This is an optimization exercise on Yosys and OpenROAD, whose aim is a short achievable clock period and few clock cycles, not a production implementation. No functional check of the RTL was part of this run.

==> design.v <==
module w450(mem_wr_data, mem_wr_addr, mem_wr_en, mem_rd_data1, mem_rd_addr1,
	mem_rd_data2, mem_rd_addr2, reset, clk);
	output [7:0] mem_wr_data;
	output [7:0] mem_wr_addr;
	output mem_wr_en;
	input [7:0] mem_rd_data1;
	output [7:0] mem_rd_addr1;
	input [7:0] mem_rd_data2;
	output [7:0] mem_rd_addr2;
	input reset;
	input clk;
	localparam DW = 4 + 4 + 4 + 4 + 4 + 5;
	function [DW-1:0] dec;
		input [7:0] b;
		input fw;
		reg [2:0] op; reg [1:0] fa, fb; reg d;
		reg immop, isbr, fb0, memwr, rwe, late, add, sub, mov;
		reg [3:0] sa, sb, we, xs;
		reg [1:0] rdst;
		reg [4:0] rt;
		begin
			op = b[7:5]; fa = b[4:3]; fb = b[2:1]; d = b[0];
			immop = op[0] | (op[2] & op[1]);
			isbr = op[2] & op[1];
			fb0 = (fb == 2'd0);
			memwr = ~immop & ~d & fb0;
			rwe = ~isbr & ~memwr;
			rdst = (immop | d) ? fa : fb;
			sa = 4'b0001 << fa;
			sb = 4'b0001 << fb;
			we = rwe ? (4'b0001 << rdst) : 4'b0000;
			add = (op[2:1] == 2'b00);
			sub = (op[2:1] == 2'b01);
			mov = op[2];
			late = ~immop & fb0;                  
			xs[0] = immop;
			xs[1] = late & ~fw;
			xs[2] = late & fw;
			xs[3] = ~immop & ~fb0;
			rt[0] = add;
			rt[1] = sub & ~immop & ~d;
			rt[2] = sub & (immop | d);
			rt[3] = mov & (immop | d);
			rt[4] = mov & ~immop & ~d;
			dec = {immop, isbr, op[0], memwr, we, sa, sb, xs, rt};
		end
	endfunction
	reg        c_immop, c_isbr, c_blt, c_memwr;
	reg        c_nimm;          
	reg [3:0]  c_we;
	reg [3:0]  c_xs;
	reg [4:0]  c_rt;
	reg [4:0]  c_s0, c_s1, c_s2, c_s3;   
	reg [7:0] a1;               
	reg [7:0] lpr;              
	reg [7:0] pc2, pc3, pc4;    
	reg [7:0] pc5, pc6;         
	reg [7:0] a2;               
	reg       v;                
	reg [7:0] r0, r1, r2, r3;
	reg [7:0] ra_q, rb_q;       
	reg       wen;
	reg [7:0] waddr, wdata;
	assign mem_wr_en = wen;
	assign mem_wr_addr = waddr;
	assign mem_wr_data = wdata;
	assign mem_rd_addr1 = a1;
	assign mem_rd_addr2 = a2;
	localparam BI = 4;
	localparam BN = 1 << BI;
	reg [BN-1:0] bt_v;
	reg [7-BI:0] bt_tag [0:BN-1];
	reg [7:0]    bt_op  [0:BN-1];
	reg          fill;          
	reg [7:0]    bpc;           
	reg          bhit;          
	reg [7:0]    btop;          
	wire [7:0] d1 = mem_rd_data1;
	wire [7:0] d2 = mem_rd_data2;
	wire [7:0] ra = ra_q;
	wire [7:0] rb = rb_q;
	wire [7:0] wd = wdata;
	wire [7:0] x = ({8{c_xs[0]}} & d1) | ({8{c_xs[1]}} & d2) |
	               ({8{c_xs[2]}} & wd) | ({8{c_xs[3]}} & rb);
	function [15:0] gp;
		input [3:0] s;
		input [7:0] a0, a1, a2, a3, y;
		input xi, yi;
		reg [7:0] yy, g, p;
		begin
			yy = yi ? ~y : y;
			if (xi) begin
				g = (({8{s[0]}} & ~a0) & yy) | (({8{s[1]}} & ~a1) & yy) |
				    (({8{s[2]}} & ~a2) & yy) | (({8{s[3]}} & ~a3) & yy);
				p = ({8{s[0]}} & ~(a0 ^ yy)) | ({8{s[1]}} & ~(a1 ^ yy)) |
				    ({8{s[2]}} & ~(a2 ^ yy)) | ({8{s[3]}} & ~(a3 ^ yy));
			end else begin
				g = (({8{s[0]}} & a0) & yy) | (({8{s[1]}} & a1) & yy) |
				    (({8{s[2]}} & a2) & yy) | (({8{s[3]}} & a3) & yy);
				p = ({8{s[0]}} & (a0 ^ yy)) | ({8{s[1]}} & (a1 ^ yy)) |
				    ({8{s[2]}} & (a2 ^ yy)) | ({8{s[3]}} & (a3 ^ yy));
			end
			gp = {g, p};
		end
	endfunction
	function [7:0] ks;
		input [15:0] gpi;
		input ci;
		reg [7:0] g, p, gg, pp, g2, p2;
		integer i, k;
		begin
			g = gpi[15:8]; p = gpi[7:0];
			gg = g; pp = p;
			gg[0] = g[0] | (p[0] & ci);
			for (k = 1; k < 8; k = k * 2) begin
				g2 = gg; p2 = pp;
				for (i = k; i < 8; i = i + 1) begin
					g2[i] = gg[i] | (pp[i] & gg[i-k]);
					p2[i] = pp[i] & pp[i-k];
				end
				gg = g2; pp = p2;
			end
			ks = p ^ {gg[6:0], ci};
		end
	endfunction
	wire [7:0] sa_ = ks(gp(c_xs, d1, d2, wd, rb, ra, 1'b0, 1'b0), 1'b0);
	wire [7:0] sb_ = ks(gp(c_xs, d1, d2, wd, rb, ra, 1'b0, 1'b1), 1'b1);
	wire [7:0] sc_ = ks(gp(c_xs, d1, d2, wd, rb, ra, 1'b1, 1'b0), 1'b1);
	function [7:0] pick;
		input [4:0] s;
		input [7:0] h;
		input [7:0] ta, tb, tc, tx, tr;
		pick = ((({8{s[0]}} & ta) | ({8{s[1]}} & tb)) | ({8{s[2]}} & tc)) |
		       ((({8{s[3]}} & tx) | ({8{s[4]}} & tr)) | h);
	endfunction
	wire [7:0] res = pick(c_rt, 8'h00, sa_, sb_, sc_, x, ra);
	wire [3:0] wv = c_we;
	wire [7:0] r0_n = pick(c_s0, {8{~wv[0]}} & r0, sa_, sb_, sc_, x, ra);
	wire [7:0] r1_n = pick(c_s1, {8{~wv[1]}} & r1, sa_, sb_, sc_, x, ra);
	wire [7:0] r2_n = pick(c_s2, {8{~wv[2]}} & r2, sa_, sb_, sc_, x, ra);
	wire [7:0] r3_n = pick(c_s3, {8{~wv[3]}} & r3, sa_, sb_, sc_, x, ra);
	function [1:0] cmp;
		input [7:0] a, b;
		reg [7:0] g, e;
		reg [3:0] g1, e1;
		reg [1:0] g2, e2;
		integer i;
		begin
			g = ~a & b;
			e = ~(a ^ b);
			for (i = 0; i < 4; i = i + 1) begin
				g1[i] = g[2*i+1] | (e[2*i+1] & g[2*i]);
				e1[i] = e[2*i+1] & e[2*i];
			end
			for (i = 0; i < 2; i = i + 1) begin
				g2[i] = g1[2*i+1] | (e1[2*i+1] & g1[2*i]);
				e2[i] = e1[2*i+1] & e1[2*i];
			end
			cmp = {g2[1] | (e2[1] & g2[0]), e2[1] & e2[0]};
		end
	endfunction
	wire [1:0] lteq = cmp(ra, rb);
	wire cond = c_blt ? lteq[1] : lteq[0];
	wire taken = c_isbr & cond;
	wire [7:0] tgt  = pc2 + d1;
	wire [7:0] tgt1 = pc3 + d1;
	wire [7:0] tgt2 = pc4 + d1;
	wire       seq1 = ~v | c_nimm;                
	wire [7:0] nbs = seq1 ? d1 : d2;
	wire       wen_n = c_memwr;
	wire [DW-1:0] dsq = dec(nbs, wen_n);
	wire [DW-1:0] dbt = dec(btop, 1'b0);
	wire       v_n = ~taken | bhit;
	wire [3:0] sq_sa = dsq[DW-9:DW-12];
	wire [3:0] sq_sb = dsq[DW-13:DW-16];
	wire [3:0] bt_sa = dbt[DW-9:DW-12];
	wire [3:0] bt_sb = dbt[DW-13:DW-16];
	wire [3:0] wv_ = c_we;
	wire       fwa = |(sq_sa & wv_);
	wire       fwb = |(sq_sb & wv_);
	wire [7:0] ra_sq = pick(c_rt & {5{fwa}},
		({8{sq_sa[0] & ~fwa}} & r0) | ({8{sq_sa[1] & ~fwa}} & r1) |
		({8{sq_sa[2] & ~fwa}} & r2) | ({8{sq_sa[3] & ~fwa}} & r3),
		sa_, sb_, sc_, x, ra);
	wire [7:0] rb_sq = pick(c_rt & {5{fwb}},
		({8{sq_sb[0] & ~fwb}} & r0) | ({8{sq_sb[1] & ~fwb}} & r1) |
		({8{sq_sb[2] & ~fwb}} & r2) | ({8{sq_sb[3] & ~fwb}} & r3),
		sa_, sb_, sc_, x, ra);
	wire [7:0] ra_bt = ({8{bt_sa[0]}} & r0) | ({8{bt_sa[1]}} & r1) |
	                   ({8{bt_sa[2]}} & r2) | ({8{bt_sa[3]}} & r3);
	wire [7:0] rb_bt = ({8{bt_sb[0]}} & r0) | ({8{bt_sb[1]}} & r1) |
	                   ({8{bt_sb[2]}} & r2) | ({8{bt_sb[3]}} & r3);
	wire [7:0] ra_n = taken ? ra_bt : ra_sq;
	wire [7:0] rb_n = taken ? rb_bt : rb_sq;
	wire [7:0] tgt3 = pc5 + d1;
	wire [7:0] tgt4 = pc6 + d1;
	wire [7:0] pc2_s = !v ? a1 + 8'd2 : c_nimm ? pc3 : pc4;
	wire [7:0] pc3_s = !v ? a1 + 8'd3 : c_nimm ? pc4 : pc5;
	wire [7:0] pc4_s = !v ? a1 + 8'd4 : c_nimm ? pc5 : pc6;
	wire [7:0] pc5_s = !v ? a1 + 8'd5 : c_nimm ? pc6 : pc6 + 8'd1;
	wire [7:0] pc6_s = !v ? a1 + 8'd6 : c_nimm ? pc6 + 8'd1 : pc6 + 8'd2;
	wire [7:0] pc2_n = taken ? tgt2 : pc2_s;
	wire [7:0] pc3_n = taken ? tgt3 : pc3_s;
	wire [7:0] pc4_n = taken ? tgt4 : pc4_s;
	wire [7:0] pc5_n = taken ? tgt4 + 8'd1 : pc5_s;
	wire [7:0] pc6_n = taken ? tgt4 + 8'd2 : pc6_s;
	wire       sq_imm = dsq[DW-1];
	wire       bt_imm = dbt[DW-1];
	wire [7:0] a2_sq = pick(c_s0 & {5{~sq_imm}},
		({8{sq_imm}} & pc2_s) | ({8{~sq_imm & ~wv_[0]}} & r0),
		sa_, sb_, sc_, x, ra);
	wire [7:0] a2_n = taken ? (bt_imm ? tgt2 : r0) : a2_sq;
	wire [7:0] a1_t = bhit ? tgt1 : tgt;
	wire [7:0] a1_s = !v ? a1 + 8'd1 : c_nimm ? pc2 : pc3;
	wire [7:0] a1_n = taken ? a1_t : a1_s;
	function lk;
		input [7:0] p;
		input [BN-1:0] bv;
		input [(8-BI)*BN-1:0] bt;
		lk = bv[p[BI-1:0]] & (bt[(8-BI)*p[BI-1:0] +: 8-BI] == p[7:BI]);
	endfunction
	wire [(8-BI)*BN-1:0] btt;
	wire [8*BN-1:0] bto;
	genvar gk;
	generate
		for (gk = 0; gk < BN; gk = gk + 1) begin : g_bt
			assign btt[(8-BI)*gk +: 8-BI] = bt_tag[gk];
			assign bto[8*gk +: 8] = bt_op[gk];
		end
	endgenerate
	wire lhit = !v ? lk(lpr, bt_v, btt) : c_nimm ? lk(pc2, bt_v, btt) :
	            lk(pc3, bt_v, btt);
	wire [7:0] lop = !v ? bto[8*lpr[BI-1:0] +: 8] :
	                 c_nimm ? bto[8*pc2[BI-1:0] +: 8] : bto[8*pc3[BI-1:0] +: 8];
	always @(posedge clk or posedge reset) begin
		if (reset) begin
			a1 <= 8'h00;
			lpr <= 8'h01;
			v <= 1'b0;
			wen <= 1'b0;
			fill <= 1'b0;
			bhit <= 1'b0;
			bt_v <= {BN{1'b0}};
			c_isbr <= 1'b0;
			c_memwr <= 1'b0;
			c_we <= 4'b0;
			c_s0 <= 5'b0; c_s1 <= 5'b0; c_s2 <= 5'b0; c_s3 <= 5'b0;
		end else begin
			c_isbr <= taken ? dbt[DW-2] & bhit : dsq[DW-2];
			c_memwr <= taken ? dbt[DW-4] & bhit : dsq[DW-4];
			c_we <= taken ? dbt[DW-5:DW-8] & {4{bhit}} : dsq[DW-5:DW-8];
			c_s0 <= taken ? dbt[4:0] & {5{dbt[DW-8] & bhit}} : dsq[4:0] & {5{dsq[DW-8]}};
			c_s1 <= taken ? dbt[4:0] & {5{dbt[DW-7] & bhit}} : dsq[4:0] & {5{dsq[DW-7]}};
			c_s2 <= taken ? dbt[4:0] & {5{dbt[DW-6] & bhit}} : dsq[4:0] & {5{dsq[DW-6]}};
			c_s3 <= taken ? dbt[4:0] & {5{dbt[DW-5] & bhit}} : dsq[4:0] & {5{dsq[DW-5]}};
			v <= v_n;
			wen <= wen_n;
			a1 <= a1_n;
			lpr <= taken ? tgt1 : pc3;
			bhit <= lhit & ~taken;
			fill <= taken & ~bhit;
			if (!v & fill) bt_v[bpc[BI-1:0]] <= 1'b1;
		end
	end
	always @(posedge clk) begin
		c_immop <= taken ? bt_imm : sq_imm;
		c_nimm <= taken ? ~bt_imm : ~sq_imm;
		c_blt <= taken ? dbt[DW-3] : dsq[DW-3];
		c_rt <= taken ? dbt[4:0] : dsq[4:0];
		c_xs <= taken ? dbt[8:5] : dsq[8:5];
		ra_q <= ra_n;
		rb_q <= rb_n;
		pc2 <= pc2_n;
		pc3 <= pc3_n;
		pc4 <= pc4_n;
		pc5 <= pc5_n;
		pc6 <= pc6_n;
		a2 <= a2_n;
		btop <= lop;
		if (v & c_isbr) bpc <= a1;
		if (!v & fill) begin
			bt_tag[bpc[BI-1:0]] <= bpc[7:BI];
			bt_op[bpc[BI-1:0]] <= d1;
		end
		waddr <= r0;
		wdata <= res;
		r0 <= r0_n;
		r1 <= r1_n;
		r2 <= r2_n;
		r3 <= r3_n;
	end
endmodule
==> run.sh <==
#!/bin/bash
# synth_recipe.tcl (not shown) runs the flow's synth.tcl, then flattens the netlist and writes it again
# the make line also repeats each setting of config.mk as NAME=value (left out here)
make -C /OpenROAD-flow-scripts/flow DESIGN_CONFIG=/design/flow/config.mk WORK_HOME=/design/flow/orfs CLKGATE_MAP_FILE= SYNTH_SCRIPT=/design/flow/synth_recipe.tcl finish
==> config.mk <==
export PLATFORM = sky130hd
export DESIGN_NAME = w450
export DESIGN_NICKNAME = w450
export VERILOG_FILES = /design/flow/design.v
export SDC_FILE = /design/flow/constraint.sdc
export NUM_CORES = 4
export LEC_CHECK = 0
export ABC_AREA = 1
export CAP_MARGIN = 20
export CORE_MARGIN = 2
export CORE_UTILIZATION = 40
export PLACE_DENSITY = 0.6
export SETUP_SLACK_MARGIN = 2.5
export SLEW_MARGIN = 20
==> constraint.sdc <==
create_clock -name core_clock -period 4.5 [get_ports {clk}]
set_input_delay 0.9000 -clock core_clock [delete_from_list [all_inputs] [get_ports {clk}]]
set_output_delay 0.9000 -clock core_clock [all_outputs]
set_load 0.01 [all_outputs]
==> results by group <==
Run status
  • Run status: finished clean

Worst setup path
  • Critical path, cell by cell: clkinvlp_4, ha_4, nand2_4, nor3_4, a31oi_4, nor2_4, nand2_8, buf_12, buf_12, buf_4, nor2_4, nor2_4, a21oi_4, nor2_1
  • Maximum single-stage delay on the critical path: 390 ps
  • CP Data Arrival Time: 3030 ps
  • Top delay family on crit path: simple AND/OR/NAND/NOR gates
  • Startpoint class of the critical path: flip-flop
  • Cell repeated most along the worst path: sky130_fd_sc_hd__nor2_4
  • Crit. End Element: flip-flop
  • Cell at the slowest stage of the critical path: sky130_fd_sc_hd__dfxtp_4
  • Highest net fanout along the worst path: 7
  • Data required time of the critical path: 5000 ps
  • Count of buffering cells on the critical path with inverters included: 4
  • Category of the most critical setup path: flip-flop to flip-flop

Placed design
  • Detailed placer's ending HPWL: 74.2 mm
  • Placed Cells incl. Taps: 3874
  • Global placer's final weighted congestion: about 1.1
  • Port bufs: 50

Logic synthesis
  • Post-synthesis instance area: 0.0238 sq mm
  • Seq cells post-synth: 393
  • Yosys warns: 1
  • Top cells by instance count after synthesis: sky130_fd_sc_hd__nand2_1, sky130_fd_sc_hd__inv_1, sky130_fd_sc_hd__nand3_1, sky130_fd_sc_hd__o21ai_0, sky130_fd_sc_hd__a21oi_1
  • Commonest register cell after synthesis: sky130_fd_sc_hd__edfxtp_1
  • Fraction of the yosys area taken by sequential cells: 42.9%
  • Portion of synthesized cell area occupied by the leading cell type: between 20% and 30%
  • Most numerous cell in the Yosys netlist: sky130_fd_sc_hd__nand2_1
  • Synthesized instance count: about 3100
  • Syn Area/Cell: 7.62 sq um
  • Proportion of synthesized flip-flops having asynchronous set or reset: 15.8%
  • Yosys cell types: 64
  • Number of enable flip-flop cells after synthesis: 201
  • Library cell with the largest summed area after synthesis: sky130_fd_sc_hd__edfxtp_1
  • Cells taking the most area after synthesis: sky130_fd_sc_hd__edfxtp_1, sky130_fd_sc_hd__dfxtp_1, sky130_fd_sc_hd__nand2_1

Global routing
  • Pin count of the biggest net entering global routing: 73
  • Initial antenna violation count: 3
  • Vias in the first global route: 24900
  • Overall overflow remaining after global route: 0
  • First-pass GRT wire length: ~160 mm
  • GRT Total Usage: 36.4%

Timing
  • Shortest clock period the worst path allows after layout: approximately 2500 ps
  • RSZ-0062 raised after global routing: yes
  • Maximum operating frequency: a little under 0.4 GHz
  • Final Setup Violations: 0
  • Final period utilization: a little under three fifths
  • Aggregate negative setup slack: 0 ps
  • Worst Hold Margin: 410 ps
  • Worst setup skew after layout: 28.0 ps
  • Slew HR: 17.0%
  • Slew @ Worst Pin: 1240 ps
  • Final-report max-slew violation count: 0
  • Final hold violations: 0

Drt
  • First DRT Iteration DRCs: 3448
  • Vias: 26600
  • Number of remaining DRC errors: 0
  • Wirelength per Cell: 27.6 microns
  • Post-detailed-route via-to-cell ratio: 6.26
  • Antenna Nets Post-Route: 0
  • Total wire length: ~120 mm
  • First drt pass iteration count: 7

Clock network
  • Clock root buffer: sky130_fd_sc_hd__clkbuf_16
  • CTS Buffer Depth: 3
  • Clock latency reported for the late side of the worst-skew pair: around 620 ps
  • Clock slew seen by the registers of the worst setup and hold paths: 60 ps
  • Clock tree from TritonCTS: built
  • Sinks on the clock net: 393
  • # H-tree levels: 2
  • TritonCTS buffer count: 45

Cells and area
  • Post-synthesis to final-layout area growth: 45.5%
  • Largest register FFs: 128
  • Share of cells above drive strength 1: 33.5%
  • Non-filler cells, final: 4245
  • Number of nets at the end of the flow: 3520

Die
  • Die span in x: about 250 microns
  • Die ar.: 0.0614 sq mm
  • Core Region: 0.0589 sq mm
  • Standard-cell rows: 89
  • Starting density of the core: between 40 and 50%
  • Height of the die: 248 microns
  • IO Count: 51

Min path
  • Type of the worst min-delay path: flip-flop to flip-flop

Run
  • Max-cap violations: 0
-- routing by layer --
layer / wire, microns / GRT usage (%) / vias to the layer above
met4: 9140 / 23.5 / 0
met5: 0 / 0.477 / -
met3: 12500 / 7.52 / 492
li1: - / - / 11400
met1: 44700 / 47.4 / 12800
met2: 50600 / 54.8 / 1892
-- per-stage QoR --
stage,util (%),worst slack [ps],area (sq um)
2_1_floorplan,-,1920,24500
3_3_place_gp,43.9,722,25800
3_5_place_dp,43.9,725,25800
4_1_cts,55.1,2020,32400
5_1_grt,58.7,1930,34600
6_report,58.7,1960,34600
-- cells in the final DEF, fill, tap and decap left out, drive strengths merged, types with 18 or more instances in the layout --
master and count:
o22ai 63, edfxtp 201, nand3 323, nand2 692
dfxtp 130, nor2 232, nor3 20, buf 365
nand4 32, o211ai 97, a221oi 18, inv 364
clkbuf 75, a21oi 228, dfrtp 61, xor2 36
o21ai 281, ha 64, a22oi 20
-- worst paths after layout --
path | from | endpoint | slack (ps) | depth (start not counted)
worst min register to register | r0[2] | waddr[2] | 410 | 0
worst min-delay path | r0[2] | waddr[2] | 410 | 0
worst max-delay path | ra_q[6] | a2[3] | 1960 | 14
min in group asynchronous | reset | c_s1[4] | 850 | 2
worst max register to register | ra_q[6] | a2[3] | 1960 | 14
max in group asynchronous | reset | a1[4] | 2870 | 4
-- repair_timing --
| action | 4_1_cts | 5_1_grt |
|---|---|---|
| gates cloned | 29 | 17 |
| endpoints found under the setup margin | 392 | 273 |
| pin swaps | 185 | 156 |
| resized for setup | 900 | 320 |
| hold buffers | 0 | 0 |
| setup buffers | 175 | 63 |
-- logic make-up after synthesis --
family | after synthesis | synth area share (%)
AND/OR/NAND/NOR | 1314 | 23.5
AO/OA/AOI/OAI | 781 | 19.5
buffers and inverters | 508 | 8.37
flip-flops | 393 | 42.9
adder cells (fa/ha/maj) | 69 | 3.79
XOR/XNOR | 52 | 1.92
other | 1 | 0.0158
multiplexers | 1 | 0.0474
-- cell type report --
type,instances,area [sq um]
fill,5015,24300
multi-input combinational,2223,15300
sequential,393,10300
timing repair buffer,391,4900
inverter,377,1560
clock buffer,62,1240
tap,773,967
clock inverter,21,349
timing repair inverter,2,17.5
antenna,3,7.51

-- what the ideal ports hide --
How much do the figures lean on ideal ports? The routed layout below was timed once more, with nothing changed but the port constraints.
Step 1, drivers: a clkbuf_16 drives clk and a buf_2 each remaining input, both assumed.
Step 2 moves the port delays by t, midway between the first and last clock arrival at a register: inputs arrive t later, outputs are due t later. That takes back most of the time a late clock gives input paths.
Slacks: no drivers / after step 1 / after step 2; pairs: no drivers / after step 1.
t (ns): 0.673
slack for setup (ns): 1.963 / 1.922 / 1.249
latest minus earliest clock arrival (ns): 0.028 / 0.028
slew at the worst register clock pin (ns): 0.07 / 0.07
worst slew at a driven data input, ns: 0.30
After both steps this run still meets setup and hold. The setup slack of this run moves by -0.041 ns with the drivers and by -0.714 ns with both steps.
